This design comes from an exercise in tuning for small area and a short achievable clock period on the open sky130 flow, not from production work. No run shown here included a check of the RTL's function; only the layout flow was run.

==> flow/design.v (outline; a module is shown in full before it is edited, if it fits) <==
// module IIR: 1213 lines
// module IIR_fa: 4 lines
// module IIR_ha: 4 lines
module IIR
          (clk,
           reset,
           clk_enable,
           In1,
           ce_out,
           Out1);
  // ...
==> flow/flow/run.sh <==
#!/bin/bash
# Standard ORFS layout, with port buffers of a plain buffer cell and timing
# repair aimed below the clock period (the SDC is unchanged).
set -euo pipefail
bash standard.sh SETUP_SLACK_MARGIN=5.5 "BUFFER_PORTS_ARGS=-buffer_cell sky130_fd_sc_hd__buf_2" ABC_AREA=1 finish > flow_make.log 2>&1
==> flow/standard.sh <==
#!/bin/bash
# synth_recipe.tcl (not shown) runs the flow's synth.tcl, then flattens the netlist and writes it again
# the make line also repeats each setting of config.mk as NAME=value (left out here)
make -C /OpenROAD-flow-scripts/flow DESIGN_CONFIG=/design/flow/config.mk WORK_HOME=/design/flow/orfs CLKGATE_MAP_FILE= SYNTH_SCRIPT=/design/flow/synth_recipe.tcl "${@:-finish}"
==> flow/config.mk <==
export PLATFORM = sky130hd
export DESIGN_NAME = IIR
export DESIGN_NICKNAME = IIR
export VERILOG_FILES = /design/flow/design.v
export SDC_FILE = /design/flow/constraint.sdc
export NUM_CORES = 4
export LEC_CHECK = 0
export CAP_MARGIN = 20
export CORE_MARGIN = 2
export CORE_UTILIZATION = 40
export SLEW_MARGIN = 20
export SYNTH_HIERARCHICAL = 1
export SYNTH_MINIMUM_KEEP_SIZE = 0
export TNS_END_PERCENT = 0
==> flow/constraint.sdc <==
create_clock -name core_clock -period 10.0 [get_ports {clk}]
set_input_delay 2.0000 -clock core_clock [delete_from_list [all_inputs] [get_ports {clk}]]
set_output_delay 2.0000 -clock core_clock [all_outputs]
set_load 0.01 [all_outputs]
==> impl_metrics.yaml, run 1 <==
global_routing:
  grt_util_met3_pct: 3.20
  grt_usage_pct: 18.0
synthesis:
  yosysTopAreaCell: "fa_1"
  synth_common_cells: "nand2_1 (338), fa_1 (178), inv_1 (170)"
  synth_nets: 1650
  synthArstFlopShare_pct: 100
  postSynthRegisterBits: 84
cts:
  clk_latency_ps: 350
  cts_tree: "done"
worst_setup_path:
  cp_slowest_cell: "fa_1"
  regToRegSetupSlack_ps: 5260
  crit_start: "r[3]"
  path_buf_inv: 3
  cp.arrival_ps: 2900
final_layout:
  multi_input_area_share_pct: 68.4
  nMultiInputCombCells: 1013
  nClkBuffers: 10
  instances_no_fill: 1742
  inverters_excl_clock: 182
  sh_seq_area_pct: 16.7
outcome:
  status: "no timing/DRC/antenna violations"
sta:
  setup_ws_ps: 5100
  final.setup.tns_ps: 0
  whs_ps: 469
  hold_viol_final: 0
routing:
  met2_length_um: 12500
floorplanning:
  fp.coreArea_um2: 28700
  die_w_um: 175
place:
  dp.cells: 1702
hold_path:
  min-delay-start: "vn"
==> run 2: changes to the inputs <==
--- a/flow/design.v
+++ b/flow/design.v
@@ -1107,91 +1107,129 @@
   wire y_p1080 = y_c1046 ^ y_s1047;
   wire y_g1081 = y_c1048 & y_s1049;
   wire y_p1082 = y_c1048 ^ y_s1049;
   wire y_g1083 = y_c1050 & y_s1051;
   wire y_p1084 = y_c1050 ^ y_s1051;
   wire y_g1085 = y_c1052 & y_s1053;
   wire y_p1086 = y_c1052 ^ y_s1053;
   wire y_G1087 = y_g1055 | (y_p1056 & 1'b0);
-  wire y_P1088 = y_p1056 & y_s1021;
-  wire y_G1089 = y_g1059 | (y_p1060 & y_g1057);
-  wire y_P1090 = y_p1060 & y_p1058;
-  wire y_G1091 = y_g1063 | (y_p1064 & y_g1061);
-  wire y_P1092 = y_p1064 & y_p1062;
-  wire y_G1093 = y_g1067 | (y_p1068 & y_g1065);
-  wire y_P1094 = y_p1068 & y_p1066;
-  wire y_G1095 = y_g1071 | (y_p1072 & y_g1069);
-  wire y_P1096 = y_p1072 & y_p1070;
-  wire y_G1097 = y_g1075 | (y_p1076 & y_g1073);
-  wire y_P1098 = y_p1076 & y_p1074;
-  wire y_G1099 = y_g1079 | (y_p1080 & y_g1077);
-  wire y_P1100 = y_p1080 & y_p1078;
-  wire y_G1101 = y_g1083 | (y_p1084 & y_g1081);
-  wire y_P1102 = y_p1084 & y_p1082;
-  wire y_G1103 = y_G1089 | (y_P1090 & y_G1087);
-  wire y_P1104 = y_P1090 & y_P1088;
-  wire y_G1105 = y_G1093 | (y_P1094 & y_G1091);
-  wire y_P1106 = y_P1094 & y_P1092;
-  wire y_G1107 = y_G1097 | (y_P1098 & y_G1095);
-  wire y_P1108 = y_P1098 & y_P1096;
-  wire y_G1109 = y_G1101 | (y_P1102 & y_G1099);
-  wire y_P1110 = y_P1102 & y_P1100;
-  wire y_G1111 = y_G1105 | (y_P1106 & y_G1103);
-  wire y_P1112 = y_P1106 & y_P1104;
-  wire y_G1113 = y_G1109 | (y_P1110 & y_G1107);
-  wire y_P1114 = y_P1110 & y_P1108;
-  wire y_G1115 = y_G1113 | (y_P1114 & y_G1111);
-  wire y_P1116 = y_P1114 & y_P1112;
-  wire y_G1117 = y_G1107 | (y_P1108 & y_G1111);
-  wire y_P1118 = y_P1108 & y_P1112;
-  wire y_G1119 = y_G1091 | (y_P1092 & y_G1103);
-  wire y_P1120 = y_P1092 & y_P1104;
-  wire y_G1121 = y_G1095 | (y_P1096 & y_G1111);
-  wire y_P1122 = y_P1096 & y_P1112;
-  wire y_G1123 = y_G1099 | (y_P1100 & y_G1117);
-  wire y_P1124 = y_P1100 & y_P1118;
-  wire y_G1125 = y_g1057 | (y_p1058 & y_G1087);
-  wire y_P1126 = y_p1058 & y_P1088;
-  wire y_G1127 = y_g1061 | (y_p1062 & y_G1103);
-  wire y_P1128 = y_p1062 & y_P1104;
-  wire y_G1129 = y_g1065 | (y_p1066 & y_G1119);
-  wire y_P1130 = y_p1066 & y_P1120;
-  wire y_G1131 = y_g1069 | (y_p1070 & y_G1111);
-  wire y_P1132 = y_p1070 & y_P1112;
-  wire y_G1133 = y_g1073 | (y_p1074 & y_G1121);
-  wire y_P1134 = y_p1074 & y_P1122;
-  wire y_G1135 = y_g1077 | (y_p1078 & y_G1117);
-  wire y_P1136 = y_p1078 & y_P1118;
-  wire y_G1137 = y_g1081 | (y_p1082 & y_G1123);
-  wire y_P1138 = y_p1082 & y_P1124;
-  wire y_G1139 = y_g1085 | (y_p1086 & y_G1115);
-  wire y_P1140 = y_p1086 & y_P1116;
-  wire y_o1141 = y_p1056 ^ 1'b0;
-  wire y_o1142 = y_p1058 ^ y_G1087;
-  wire y_o1143 = y_p1060 ^ y_G1125;
-  wire y_o1144 = y_p1062 ^ y_G1103;
-  wire y_o1145 = y_p1064 ^ y_G1127;
-  wire y_o1146 = y_p1066 ^ y_G1119;
-  wire y_o1147 = y_p1068 ^ y_G1129;
-  wire y_o1148 = y_p1070 ^ y_G1111;
-  wire y_o1149 = y_p1072 ^ y_G1131;
-  wire y_o1150 = y_p1074 ^ y_G1121;
-  wire y_o1151 = y_p1076 ^ y_G1133;
-  wire y_o1152 = y_p1078 ^ y_G1117;
-  wire y_o1153 = y_p1080 ^ y_G1135;
-  wire y_o1154 = y_p1082 ^ y_G1123;
-  wire y_o1155 = y_p1084 ^ y_G1137;
-  wire y_o1156 = y_p1086 ^ y_G1115;
+  wire y_G1088 = y_g1057 | (y_p1058 & y_g1055);
+  wire y_P1089 = y_p1058 & y_p1056;
+  wire y_G1090 = y_g1059 | (y_p1060 & y_g1057);
+  wire y_P1091 = y_p1060 & y_p1058;
+  wire y_G1092 = y_g1061 | (y_p1062 & y_g1059);
+  wire y_P1093 = y_p1062 & y_p1060;
+  wire y_G1094 = y_g1063 | (y_p1064 & y_g1061);
+  wire y_P1095 = y_p1064 & y_p1062;
+  wire y_G1096 = y_g1065 | (y_p1066 & y_g1063);
+  wire y_P1097 = y_p1066 & y_p1064;
+  wire y_G1098 = y_g1067 | (y_p1068 & y_g1065);
+  wire y_P1099 = y_p1068 & y_p1066;
+  wire y_G1100 = y_g1069 | (y_p1070 & y_g1067);
+  wire y_P1101 = y_p1070 & y_p1068;
+  wire y_G1102 = y_g1071 | (y_p1072 & y_g1069);
+  wire y_P1103 = y_p1072 & y_p1070;
+  wire y_G1104 = y_g1073 | (y_p1074 & y_g1071);
+  wire y_P1105 = y_p1074 & y_p1072;
+  wire y_G1106 = y_g1075 | (y_p1076 & y_g1073);
+  wire y_P1107 = y_p1076 & y_p1074;
+  wire y_G1108 = y_g1077 | (y_p1078 & y_g1075);
+  wire y_P1109 = y_p1078 & y_p1076;
+  wire y_G1110 = y_g1079 | (y_p1080 & y_g1077);
+  wire y_P1111 = y_p1080 & y_p1078;
+  wire y_G1112 = y_g1081 | (y_p1082 & y_g1079);
+  wire y_P1113 = y_p1082 & y_p1080;
+  wire y_G1114 = y_g1083 | (y_p1084 & y_g1081);
+  wire y_P1115 = y_p1084 & y_p1082;
+  wire y_G1116 = y_g1085 | (y_p1086 & y_g1083);
+  wire y_P1117 = y_p1086 & y_p1084;
+  wire y_G1118 = y_G1088 | (y_P1089 & 1'b0);
+  wire y_G1119 = y_G1090 | (y_P1091 & y_G1087);
+  wire y_G1120 = y_G1092 | (y_P1093 & y_G1088);
+  wire y_P1121 = y_P1093 & y_P1089;
+  wire y_G1122 = y_G1094 | (y_P1095 & y_G1090);
+  wire y_P1123 = y_P1095 & y_P1091;
+  wire y_G1124 = y_G1096 | (y_P1097 & y_G1092);
+  wire y_P1125 = y_P1097 & y_P1093;
+  wire y_G1126 = y_G1098 | (y_P1099 & y_G1094);
+  wire y_P1127 = y_P1099 & y_P1095;
+  wire y_G1128 = y_G1100 | (y_P1101 & y_G1096);
+  wire y_P1129 = y_P1101 & y_P1097;
+  wire y_G1130 = y_G1102 | (y_P1103 & y_G1098);
+  wire y_P1131 = y_P1103 & y_P1099;
+  wire y_G1132 = y_G1104 | (y_P1105 & y_G1100);
+  wire y_P1133 = y_P1105 & y_P1101;
+  wire y_G1134 = y_G1106 | (y_P1107 & y_G1102);
+  wire y_P1135 = y_P1107 & y_P1103;
+  wire y_G1136 = y_G1108 | (y_P1109 & y_G1104);
+  wire y_P1137 = y_P1109 & y_P1105;
+  wire y_G1138 = y_G1110 | (y_P1111 & y_G1106);
+  wire y_P1139 = y_P1111 & y_P1107;
+  wire y_G1140 = y_G1112 | (y_P1113 & y_G1108);
+  wire y_P1141 = y_P1113 & y_P1109;
+  wire y_G1142 = y_G1114 | (y_P1115 & y_G1110);
+  wire y_P1143 = y_P1115 & y_P1111;
+  wire y_G1144 = y_G1116 | (y_P1117 & y_G1112);
+  wire y_P1145 = y_P1117 & y_P1113;
+  wire y_G1146 = y_G1120 | (y_P1121 & 1'b0);
+  wire y_G1147 = y_G1122 | (y_P1123 & y_G1087);
+  wire y_G1148 = y_G1124 | (y_P1125 & y_G1118);
+  wire y_G1149 = y_G1126 | (y_P1127 & y_G1119);
+  wire y_G1150 = y_G1128 | (y_P1129 & y_G1120);
+  wire y_P1151 = y_P1129 & y_P1121;
+  wire y_G1152 = y_G1130 | (y_P1131 & y_G1122);
+  wire y_P1153 = y_P1131 & y_P1123;
+  wire y_G1154 = y_G1132 | (y_P1133 & y_G1124);
+  wire y_P1155 = y_P1133 & y_P1125;
+  wire y_G1156 = y_G1134 | (y_P1135 & y_G1126);
+  wire y_P1157 = y_P1135 & y_P1127;
+  wire y_G1158 = y_G1136 | (y_P1137 & y_G1128);
+  wire y_P1159 = y_P1137 & y_P1129;
+  wire y_G1160 = y_G1138 | (y_P1139 & y_G1130);
+  wire y_P1161 = y_P1139 & y_P1131;
+  wire y_G1162 = y_G1140 | (y_P1141 & y_G1132);
+  wire y_P1163 = y_P1141 & y_P1133;
+  wire y_G1164 = y_G1142 | (y_P1143 & y_G1134);
+  wire y_P1165 = y_P1143 & y_P1135;
+  wire y_G1166 = y_G1144 | (y_P1145 & y_G1136);
+  wire y_P1167 = y_P1145 & y_P1137;
+  wire y_G1168 = y_G1150 | (y_P1151 & 1'b0);
+  wire y_G1169 = y_G1152 | (y_P1153 & y_G1087);
+  wire y_G1170 = y_G1154 | (y_P1155 & y_G1118);
+  wire y_G1171 = y_G1156 | (y_P1157 & y_G1119);
+  wire y_G1172 = y_G1158 | (y_P1159 & y_G1146);
+  wire y_G1173 = y_G1160 | (y_P1161 & y_G1147);
+  wire y_G1174 = y_G1162 | (y_P1163 & y_G1148);
+  wire y_G1175 = y_G1164 | (y_P1165 & y_G1149);
+  wire y_G1176 = y_G1166 | (y_P1167 & y_G1150);
+  wire y_P1177 = y_P1167 & y_P1151;
+  wire y_G1178 = y_G1176 | (y_P1177 & 1'b0);
+  wire y_o1179 = y_p1056 ^ 1'b0;
+  wire y_o1180 = y_p1058 ^ y_G1087;
+  wire y_o1181 = y_p1060 ^ y_G1118;
+  wire y_o1182 = y_p1062 ^ y_G1119;
+  wire y_o1183 = y_p1064 ^ y_G1146;
+  wire y_o1184 = y_p1066 ^ y_G1147;
+  wire y_o1185 = y_p1068 ^ y_G1148;
+  wire y_o1186 = y_p1070 ^ y_G1149;
+  wire y_o1187 = y_p1072 ^ y_G1168;
+  wire y_o1188 = y_p1074 ^ y_G1169;
+  wire y_o1189 = y_p1076 ^ y_G1170;
+  wire y_o1190 = y_p1078 ^ y_G1171;
+  wire y_o1191 = y_p1080 ^ y_G1172;
+  wire y_o1192 = y_p1082 ^ y_G1173;
+  wire y_o1193 = y_p1084 ^ y_G1174;
+  wire y_o1194 = y_p1086 ^ y_G1175;
   wire [15:0] s_next = {m_o395 ^ tk, m_o394, m_o393, m_o392, m_o391, m_o390, m_o389, m_o388, m_o387, m_o386, m_o385, m_o384, m_o383, m_o382, m_o381, m_o380};
   wire [16:0] t_next = {n_o715, n_o714, n_o713, n_o712, n_o711, n_o710, n_o709, n_o708, n_o707, n_o706, n_o705, n_o704, n_o703, n_o702, n_o701, n_o700, n_o699};
   wire [15:0] tn = t[16:1] - 16'd46775;
   wire        tk = tn[15] ^ (tn[14] & (t[0] | (t[14:1] != 14'd14007)));
   wire [15:0] w = {q_o1020, q_o1019, q_o1018, q_o1017, q_o1016, q_o1015, q_o1014, q_o1013, q_o1012, q_o1011, q_o1010, q_o1009, q_o1008, q_o1007, q_o1006, q_o1005};
-  assign Out1 = {y_o1156, y_o1155, y_o1154, y_o1153, y_o1152, y_o1151, y_o1150, y_o1149, y_o1148, y_o1147, y_o1146, y_o1145, y_o1144, y_o1143, y_o1142, y_o1141};
+  assign Out1 = {y_o1194, y_o1193, y_o1192, y_o1191, y_o1190, y_o1189, y_o1188, y_o1187, y_o1186, y_o1185, y_o1184, y_o1183, y_o1182, y_o1181, y_o1180, y_o1179};
   always @(posedge clk or posedge reset)
     begin
       if (reset == 1'b1) begin
         s   <= 16'h0000;
         t   <= 17'h16D6E;
         r   <= 16'h0000;
         rnz <= 1'b0;
         vr  <= 16'h0000;
==> flow/flow/run.sh (replaced) <==
#!/bin/bash
# Standard ORFS layout, with port buffers of a plain buffer cell and timing
# repair aimed below the clock period (the SDC is unchanged).
set -euo pipefail
bash standard.sh SETUP_SLACK_MARGIN=5.3 "BUFFER_PORTS_ARGS=-buffer_cell sky130_fd_sc_hd__buf_2" ABC_AREA=1 finish > flow_make.log 2>&1
==> run 2 against run 1 <==
  * Die area rose by 1.6%
  * Critical endpoint is now Out1[14]
  * Utilization fell by 0.13 points
  * Cell count rose by 4.0%
  * First-iteration DRC count rose by 7.1%
  * Count of clock-buffer cells in the layout fell by 1
  * Largest cell class unchanged
  * Flip-flop and latch count did not move
  * Global-route usage rose by 0.18 points
  * Worst setup slack improved by 300 ps
  * Clock skew rose by 3.2 ps
  * Still clean on timing, DRC and antenna
==> impl_metrics.yaml, run 2 <==
synthesis:
  syn_avg_cell_area_um2: 8.63
  synthArstFlopShare_pct: 100
  yosysTopAreaCell: "fa_1"
  synthMuxAreaShare_pct: 0
  yosys.area_share.simple_pct: 21.3
  yosys.cell_count.top_type: "nand2_1"
  synth_top_area_share_pct: 29.0
  netlist_instances: 1374
  postSynthRegisterBits: 84
  synthTopCellsByArea: "fa_1 (29%), dfrtp_1 (15%), ha_1 (14%)"
  synth_top_family_by_area: "adder cells"
  synth_edf_count: 0
  synth_ff_type: "dfrtp_1"
  ys_seq_area_share_pct: 17.8
  ys_types: 49
  yosys.area_share.adder_pct: 43.5
  synth_area_um2: 11900
  yosys_warnings: 7
  synth_common_cells: "nand2_1 (354), inv_1 (173), fa_1 (172)"
  synth_nets: 1702
  synth_xor_area_share_pct: 1.92
  synth_compound_area_share_pct: 7.71
place:
  place_congestion: 0.862
  place_area_um2: 12400
  dp.cells: 1771
  port-buffer-count: 30
  dp_hpwl_um: 19600
cts:
  clockBufferDepth: 2
  cts_root_buf: "clkbuf_16"
  cts_tree: "done"
  clock-sinks: 84
  path_clk_slew_ps: 70
  postCtsHoldBufs: 0
  clk_latency_ps: 350
  ctsHtreeMaxLevel: 3
  numCtsBuffers: 9
routing:
  firstDrtPassIters: 5
  routed_wl_um: 26600
  drtIter0Drc: 496
  avgViaCountPerCell: 4.97
  ant_nets: 0
  num_vias: 9007
  routed_wire_length_per_instance_um: 14.7
  drc_errors: 0
sta:
  post-route-min-period_ps: 4600
  period_share_pct: 46.0
  relSlewSlack_pct: 46.1
  report.final.slew_viol_count: 0
  setup_viol: 0
  worst_pin_slew_ps: 808
  clock.fmax_mhz: 217
  hold_viol_final: 0
  fin_worst_skew_ps: 10.8
  final.setup.tns_ps: 0
  rsz0062_at_grt: "true"
final_layout:
  final-seq-area_um2: 2140
  final_common_cell: "nand2_1"
  largest_reg_flops: 17
  instances_no_fill: 1811
  drive_above_1_share_pct: 14.0
  regMostFlops: "t"
  num-fill-cells: 2880
  multi_input_area_um2: 8940
  final_area_um2: 13100
  areaGrowthSynthToFinish_pct: 10.1
  layout_common_cells: "nand2_1 (353), fa_1 (171), inv_1 (161)"
  antenna_cells: 0
  final_net_count: 1745
floorplanning:
  row_count: 63
  die_w_um: 176
  die_area_um2: 31000
  start_util_pct: 40.3
  die_h_um: 176
  io_pins: 36
  fp.coreArea_um2: 29400
global_routing:
  grt_pass1_wl_um: 44800
  grt_pass1_vias: 9123
  grt_usage_pct: 18.2
  grt_max_degree: 58
  antenna_found_initial: 0
  overflow: 0
hold_path:
  min-delay-start: "vr[12]"
  hp-class: "register to register"
  worstHoldPathCells: 2
  worstHoldEndpoint: "vr[12]"
worst_setup_path:
  reg2reg_depth: 18
  r2r_end: "s[15]"
  start_kind: "register"
  worst-path-max-fanout: 3
  worst-setup-path-type: "register to output port"
  cp_data_required_time_ps: 8000
  regToRegSetupSlack_ps: 5520
  cp.arrival_ps: 2600
  regToRegStartpoint: "s[9]"
  worstSetupEndpointType: "output port"
run:
  maxCapViolCount: 0
outcome:
  status: "no timing/DRC/antenna violations"
[run 2: changes by cell type after synthesis, sizes merged, moves of 6 or more]
cell / delta
nand2: +10
o21ai: +10
nand3: +6
a21oi: +14
nor2: +13
fa: -6
[run 2: layout make-up]
type | count | share of cell area [%]
Multi-Input combinational cell | 1068 | 68.5
Sequential cell | 84 | 16.4
Inverter | 185 | 5.64
Tap cell | 390 | 3.74
Timing Repair Buffer | 69 | 3.61
Clock buffer | 9 | 1.73
Clock inverter | 6 | 0.393
[run 2: routing by layer]
layer,vias to the layer above,share of wire (%),track usage [%]
met3,27,4.0,3.08
met2,119,49,30.6
met5,-,0,0
li1,4455,-,-
met4,0,1.4,4.13
met1,4406,46,24.7
[run 2: Yosys stat by module (local to each module, per instance)]
module  flip-flops and latches  cells inside  cell area, um^2
IIR_ha                       0             1             12.5
IIR_fa                       0             1             20.0
IIR                         84          1150             7800
[run 2: metrics by stage]
step / utilization [%] / setup WS [ps] / hold WS (ps)
finish: 44.4 / 5400 / 474
global route: 44.4 / 5260 / 494
CTS: 43.5 / 5260 / 478
detailed placement: 42.1 / 4560 / 462
global placement: 42.1 / 4550 / 455
floorplan: - / 5400 / 442
[run 2: logic make-up (layout without fill, tap and decap cells)]
kind of cell,Yosys count,count (layout)
xor+xnor,26,26
fa+ha+maj,309,309
compound gates,155,155
buf+inv,222,269
flops,84,84
simple gates,578,578
[run 2: critical path: stages (launching register included)]
cell and delay (ps):
dfrtp_1 420, fa_1 460, ha_2 210, inv_1 80, fa_2 280, o31ai_4 80, nand2_1 100, nand3_2 110
a31oi_4 220, xor2_1 150, buf_2 140
[run 2: what timing repair did]
item / 4_1_cts / 5_1_grt
setup endpoints to repair: 33 / 28
buffers inserted: 11 / 14
resized for setup: 17 / 37
pin swaps: 0 / 9
gates cloned: 0 / 0
[run 2: worst max path at each step]
stage | startpoint | end | depth (start not counted) | slack, ps
global placement | s[11] | s[15] | 19 | 4550
finish | r[0] | Out1[14] | 10 | 5400
floorplan | s[6] | s[3] | 16 | 5400
global route | s[8] | s[15] | 19 | 5260
CTS | r[1] | Out1[14] | 10 | 5260
detailed placement | s[11] | s[15] | 19 | 4560

==> afterwards: timing with drivers on the ports <==
No port has a modelled driver above. Below, the same layouts with a new extraction and two added sets of constraints.
Step 1 assumes that a clkbuf_16 drives the clock port and a buf_2 every other input.
Step 2, shift: input delay + t, output delay - t, t = (earliest + latest rising clock arrival at the registers) / 2. This alone moves slack from input paths to output paths.
Three values: ideal, step 1, step 2; two values: the first two.
run	t (ns)	setup WS [ns]	worst setup path after step 2	worst register clock-pin slew, ns	worst slew at a driven data input, ns
run 1	0.396	5.102 / 5.054 / 5.261	register to register	0.07 / 0.07	0.03
run 2	0.390	5.401 / 5.357 / 5.395	input to output	0.07 / 0.07	0.03
After both steps setup and hold are still met in every run listed. The setup slack of run 2, which loses most, moves by -0.044 ns with the drivers and by -0.006 ns with both steps.
